What follows belongs to an exercise in optimizing a design on an open flow for small area; a production flow would make more cautious choices.
Only simulation tests tie the RTL to the original design; equivalence was not proved.

Setup of rev 12:
==> flow/design.v (excerpt) <==
module cordic_pipelined
(
	input  clk,rst,
	input  signed [15:0] z,
	output signed [15:0] x,y
);
Size in the first run: about 1800 cells after synthesis, roughly 0.017 mm^2 of cells after synthesis.
clock: 7.0 ns
lec_check: 0
cap_margin: 10
core_margin: 2
core_utilization: 40
cts_buf_list: sky130_fd_sc_hd__clkbuf_8
cts_cluster_diameter: 60
cts_cluster_size: 20
gpl_timing_driven: 0
slew_margin: 10
standard.sh (not shown) runs the stock make flow with config.mk's settings and CLKGATE_MAP_FILE= SYNTH_SCRIPT=/design/flow/synth_recipe.tcl, a recipe that flattens the netlist after the stock synthesis.
==> flow/flow/run.sh <==
#!/bin/bash
# Layout flow: the standard flow (standard.sh) with the synthesised netlist
# re-optimised before floorplanning. The registers (their names and cells),
# the full adders, half adders and ports are kept; only the gates between them
# change, and the logic function stays the same:
#   1. fixpol.py re-chooses the polarity of each full adder and XOR gate so
#      that the inverters Yosys's extract_fa left around them go away (a full
#      adder is self-dual; an XOR gate absorbs input inversions and can be
#      swapped for an XNOR);
#   2. ABC re-maps the remaining gates for area (deepsyn, then the ORFS area
#      script at the clock period);
#   3. fixpol.py again.
# Port buffers use buf_1. Each tool writes its full output to a log file of its
# own in this folder.
set -euo pipefail
W=$(pwd)
R="$W/orfs/results/${FLOW_PLATFORM}/cordic_pipelined/base"
LIB="$FLOW_HOME/platforms/${FLOW_PLATFORM}/lib/sky130_fd_sc_hd__tt_025C_1v80.lib"
YOSYS="$FLOW_HOME/../tools/install/yosys/bin/yosys"
[[ -x "$YOSYS" ]] || YOSYS=yosys
PORTBUF="BUFFER_PORTS_ARGS=-buffer_cell sky130_fd_sc_hd__buf_1"
DONTUSE=$(sed -n '/^export DONT_USE_CELLS/,/^$/p' "$FLOW_HOME/platforms/${FLOW_PLATFORM}/config.mk" \
  | grep -o 'sky130_fd_sc_hd__[a-z0-9_]*' | sed 's/^/-dont_use /' | tr '\n' ' ')
PERIOD_PS=$(python3 -c "print(int(round(float('$FLOW_PERIOD_NS') * 1000)))")

# 1. standard synthesis (synth_recipe.tcl), netlist only
bash standard.sh "$PORTBUF" "$R/1_2_yosys.v" > "$W/flow_01_synth.log" 2>&1
cp "$R/1_2_yosys.v" "$W/net_0_synth.v"

top_only() {  # keep only the top module of a Yosys-written netlist
  python3 - "$1" "$2" "$FLOW_TOP" <<'PY'
import re, sys
t = open(sys.argv[1]).read()
mods = re.split(r'(?=^module )', t, flags=re.M)
keep = [m for m in mods if re.match(r'module %s\s*\(' % re.escape(sys.argv[3]), m)]
assert len(keep) == 1
open(sys.argv[2], 'w').write(keep[0])
PY
}

fixpol() {  # $1 in.v $2 out.v $3 log tag
  "$YOSYS" -p "read_liberty -lib $LIB; read_verilog $1; hierarchy -top $FLOW_TOP; write_json $W/$3_in.json" > "$W/flow_$3_read.log" 2>&1
  python3 "$W/flow/fixpol.py" "$W/$3_in.json" "$W/$3_out.json" > "$W/flow_$3_fixpol.log" 2>&1
  "$YOSYS" -p "read_json $W/$3_out.json; hierarchy -top $FLOW_TOP; opt_clean; write_verilog -noattr -nohex -nodec $W/$3_all.v" > "$W/flow_$3_write.log" 2>&1
  top_only "$W/$3_all.v" "$2"
}

# 2. polarity fix
fixpol "$W/net_0_synth.v" "$W/net_1_fixpol.v" 02

# 3. area re-mapping of the gates between registers, adders and ports
cat > "$W/resyn.abc" <<ABC
strash
&get -n
&deepsyn -T 60
&put
dch
map -B 0.9
topo
stime -c
buffer -c
upsize -c
dnsize -c
ABC
KEEP="sky130_fd_sc_hd__fa_1 sky130_fd_sc_hd__fa_2 sky130_fd_sc_hd__fa_4 sky130_fd_sc_hd__ha_1 sky130_fd_sc_hd__ha_2 sky130_fd_sc_hd__ha_4 sky130_fd_sc_hd__dfxtp_1 sky130_fd_sc_hd__dfxtp_2 sky130_fd_sc_hd__dfxtp_4 sky130_fd_sc_hd__conb_1"
"$YOSYS" -p "read_liberty -ignore_miss_func $LIB; read_verilog $W/net_1_fixpol.v; hierarchy -top $FLOW_TOP; \
  setattr -mod -set keep_hierarchy 1 $KEEP; flatten; opt_clean; select $FLOW_TOP; \
  abc -D $PERIOD_PS -script $W/resyn.abc -liberty $LIB $DONTUSE; select -clear; opt_clean; \
  hierarchy -top $FLOW_TOP; write_verilog -noattr -nohex -nodec $W/03_all.v" > "$W/flow_03_resyn.log" 2>&1
top_only "$W/03_all.v" "$W/net_2_resyn.v"

# 4. polarity fix again
fixpol "$W/net_2_resyn.v" "$W/net_3_fixpol.v" 04

# keep the re-optimised netlist only if it has the same registers
python3 - "$W/net_0_synth.v" "$W/net_3_fixpol.v" > "$W/flow_05_regcheck.log" 2>&1 <<'PY'
import re, sys
def regs(f):
    t = open(f).read()
    return sorted(re.findall(r'(sky130_fd_sc_hd__df\w+)\s+(\S+)\s*\(', t))
a, b = regs(sys.argv[1]), regs(sys.argv[2])
print(len(a), 'registers in synthesis,', len(b), 'after')
assert [n for _, n in a] == [n for _, n in b], 'register names differ'
PY
cp "$W/net_3_fixpol.v" "$R/1_2_yosys.v"

# 5. the rest of the standard flow, from the re-optimised netlist
bash standard.sh "$PORTBUF" finish > "$W/flow_06_layout.log" 2>&1
Other scripts of this flow, unchanged in this note and not shown: flow/flow/fixpol.py
Per the final summary, rev 12 finished and its layout is clean on timing, DRC and antenna.
What rev 13 does differently from rev 12 at the input level:
- CAP_MARGIN now 20, was 10
- SLEW_MARGIN now 20, was 10
-- flow/flow/run.sh --
<<< rev 12, line 2
# Layout flow: the standard flow (standard.sh) with the synthesised netlist
# re-optimised before floorplanning. The registers (their names and cells),
# the full adders, half adders and ports are kept; only the gates between them
# change, and the logic function stays the same:
#   1. fixpol.py re-chooses the polarity of each full adder and XOR gate so
>>> rev 13, line 2
# Layout flow: the standard flow (standard.sh) with the synthesised netlist
# re-optimised before floorplanning. The registers (their names and cells),
# the full adders and ports are kept; only the gates between them
# change, and the logic function stays the same:
#   1. fixpol.py re-chooses the polarity of each full adder and XOR gate so
<<< rev 12, line 8
#      adder is self-dual; an XOR gate absorbs input inversions and can be
#      swapped for an XNOR);
#   2. ABC re-maps the remaining gates for area (deepsyn, then the ORFS area
#      script at the clock period);
#   3. fixpol.py again.
# Port buffers use buf_1. Each tool writes its full output to a log file of its
# own in this folder.
set -euo pipefail
>>> rev 13, line 8
#      adder is self-dual; an XOR gate absorbs input inversions and can be
#      swapped for an XNOR);
#   2. ABC re-maps the remaining gates for area (deepsyn, then map -a);
#   3. fixpol.py again.
# Port buffers use buf_1; CTS inserts no dummy loads. Each tool writes its full output to a log file of its
# own in this folder.
set -euo pipefail
<<< rev 12, line 20
[[ -x "$YOSYS" ]] || YOSYS=yosys
PORTBUF="BUFFER_PORTS_ARGS=-buffer_cell sky130_fd_sc_hd__buf_1"
DONTUSE=$(sed -n '/^export DONT_USE_CELLS/,/^$/p' "$FLOW_HOME/platforms/${FLOW_PLATFORM}/config.mk" \
  | grep -o 'sky130_fd_sc_hd__[a-z0-9_]*' | sed 's/^/-dont_use /' | tr '\n' ' ')
>>> rev 13, line 19
[[ -x "$YOSYS" ]] || YOSYS=yosys
PORTBUF="BUFFER_PORTS_ARGS=-buffer_cell sky130_fd_sc_hd__buf_1"
# clock tree: the standard CTS call with config.mk's clustering, without dummy loads
CTSARGS="CTS_ARGS=-sink_clustering_enable -repair_clock_nets -dont_use_dummy_load -sink_clustering_size 20 -sink_clustering_max_diameter 60 -buf_list sky130_fd_sc_hd__clkbuf_8"
DONTUSE=$(sed -n '/^export DONT_USE_CELLS/,/^$/p' "$FLOW_HOME/platforms/${FLOW_PLATFORM}/config.mk" \
  | grep -o 'sky130_fd_sc_hd__[a-z0-9_]*' | sed 's/^/-dont_use /' | tr '\n' ' ')
<<< rev 12, line 53
strash
&get -n
&deepsyn -T 60
&put
dch
map -B 0.9
topo
stime -c
buffer -c
upsize -c
dnsize -c
ABC
KEEP="sky130_fd_sc_hd__fa_1 sky130_fd_sc_hd__fa_2 sky130_fd_sc_hd__fa_4 sky130_fd_sc_hd__ha_1 sky130_fd_sc_hd__ha_2 sky130_fd_sc_hd__ha_4 sky130_fd_sc_hd__dfxtp_1 sky130_fd_sc_hd__dfxtp_2 sky130_fd_sc_hd__dfxtp_4 sky130_fd_sc_hd__conb_1"
"$YOSYS" -p "read_liberty -ignore_miss_func $LIB; read_verilog $W/net_1_fixpol.v; hierarchy -top $FLOW_TOP; \
  setattr -mod -set keep_hierarchy 1 $KEEP; flatten; opt_clean; select $FLOW_TOP; \
>>> rev 13, line 54
strash
&get -n
&deepsyn -J 50 -T 600
&put
dch
map -a
topo
ABC
KEEP="sky130_fd_sc_hd__fa_1 sky130_fd_sc_hd__fa_2 sky130_fd_sc_hd__fa_4 sky130_fd_sc_hd__dfxtp_1 sky130_fd_sc_hd__dfxtp_2 sky130_fd_sc_hd__dfxtp_4 sky130_fd_sc_hd__conb_1"
"$YOSYS" -p "read_liberty -ignore_miss_func $LIB; read_verilog $W/net_1_fixpol.v; hierarchy -top $FLOW_TOP; \
  setattr -mod -set keep_hierarchy 1 $KEEP; flatten; opt_clean; select $FLOW_TOP; \
<<< rev 12, line 86

# 5. the rest of the standard flow, from the re-optimised netlist
bash standard.sh "$PORTBUF" finish > "$W/flow_06_layout.log" 2>&1
>>> rev 13, line 83

# 5. the rest of the standard flow, from the re-optimised netlist
bash standard.sh "$PORTBUF" "$CTSARGS" finish > "$W/flow_06_layout.log" 2>&1
The higher sequential share of layout area of rev 13 and rev 12 is in rev 13. Rev 12 and rev 13 ended up with roughly the same mean instance size in the synthesized netlist. Maximum clock frequency delta for rev 13 relative to rev 12: 0.35% lower. The latest clock arrival within the worst-skew pair on rev 12 is in line with that on rev 13. On largest net degree at the start of global routing: between rev 13 and rev 12, it ends up lower for rev 13. Rev 13 vs rev 12, placement row count went down by 2.7%.

==> afterwards: timing with drivers on the ports <==
The results above use ideal ports. As a check the final layouts listed here were re-extracted and re-timed, cells and wires unchanged. Step 1: set_driving_cell puts a clkbuf_16 on clk and a buf_2 on each other input, an assumption about the parent block. Step 2 times the ports against the registers' clock, not the clock port: input delays grow and output delays shrink by t, the midpoint of the rising clock arrivals with the driver on. Slacks: no drivers / after step 1 / after step 2; pairs: no drivers / after step 1.
run | t, ns | slack for setup (ns) | hold WS [ns]
rev 12 | 0.615 | 0.278 / 0.285 / -0.313 | 0.330 / 0.330 / 0.330
rev 13 | 0.574 | 0.254 / 0.209 / -0.239 | 0.289 / 0.289 / 0.289
Met with ideal ports but missed after step 2: setup timing in rev 12 and rev 13. For rev 12, which loses most, drivers alone change the setup slack by +0.007 ns; drivers and shift together by -0.591 ns.
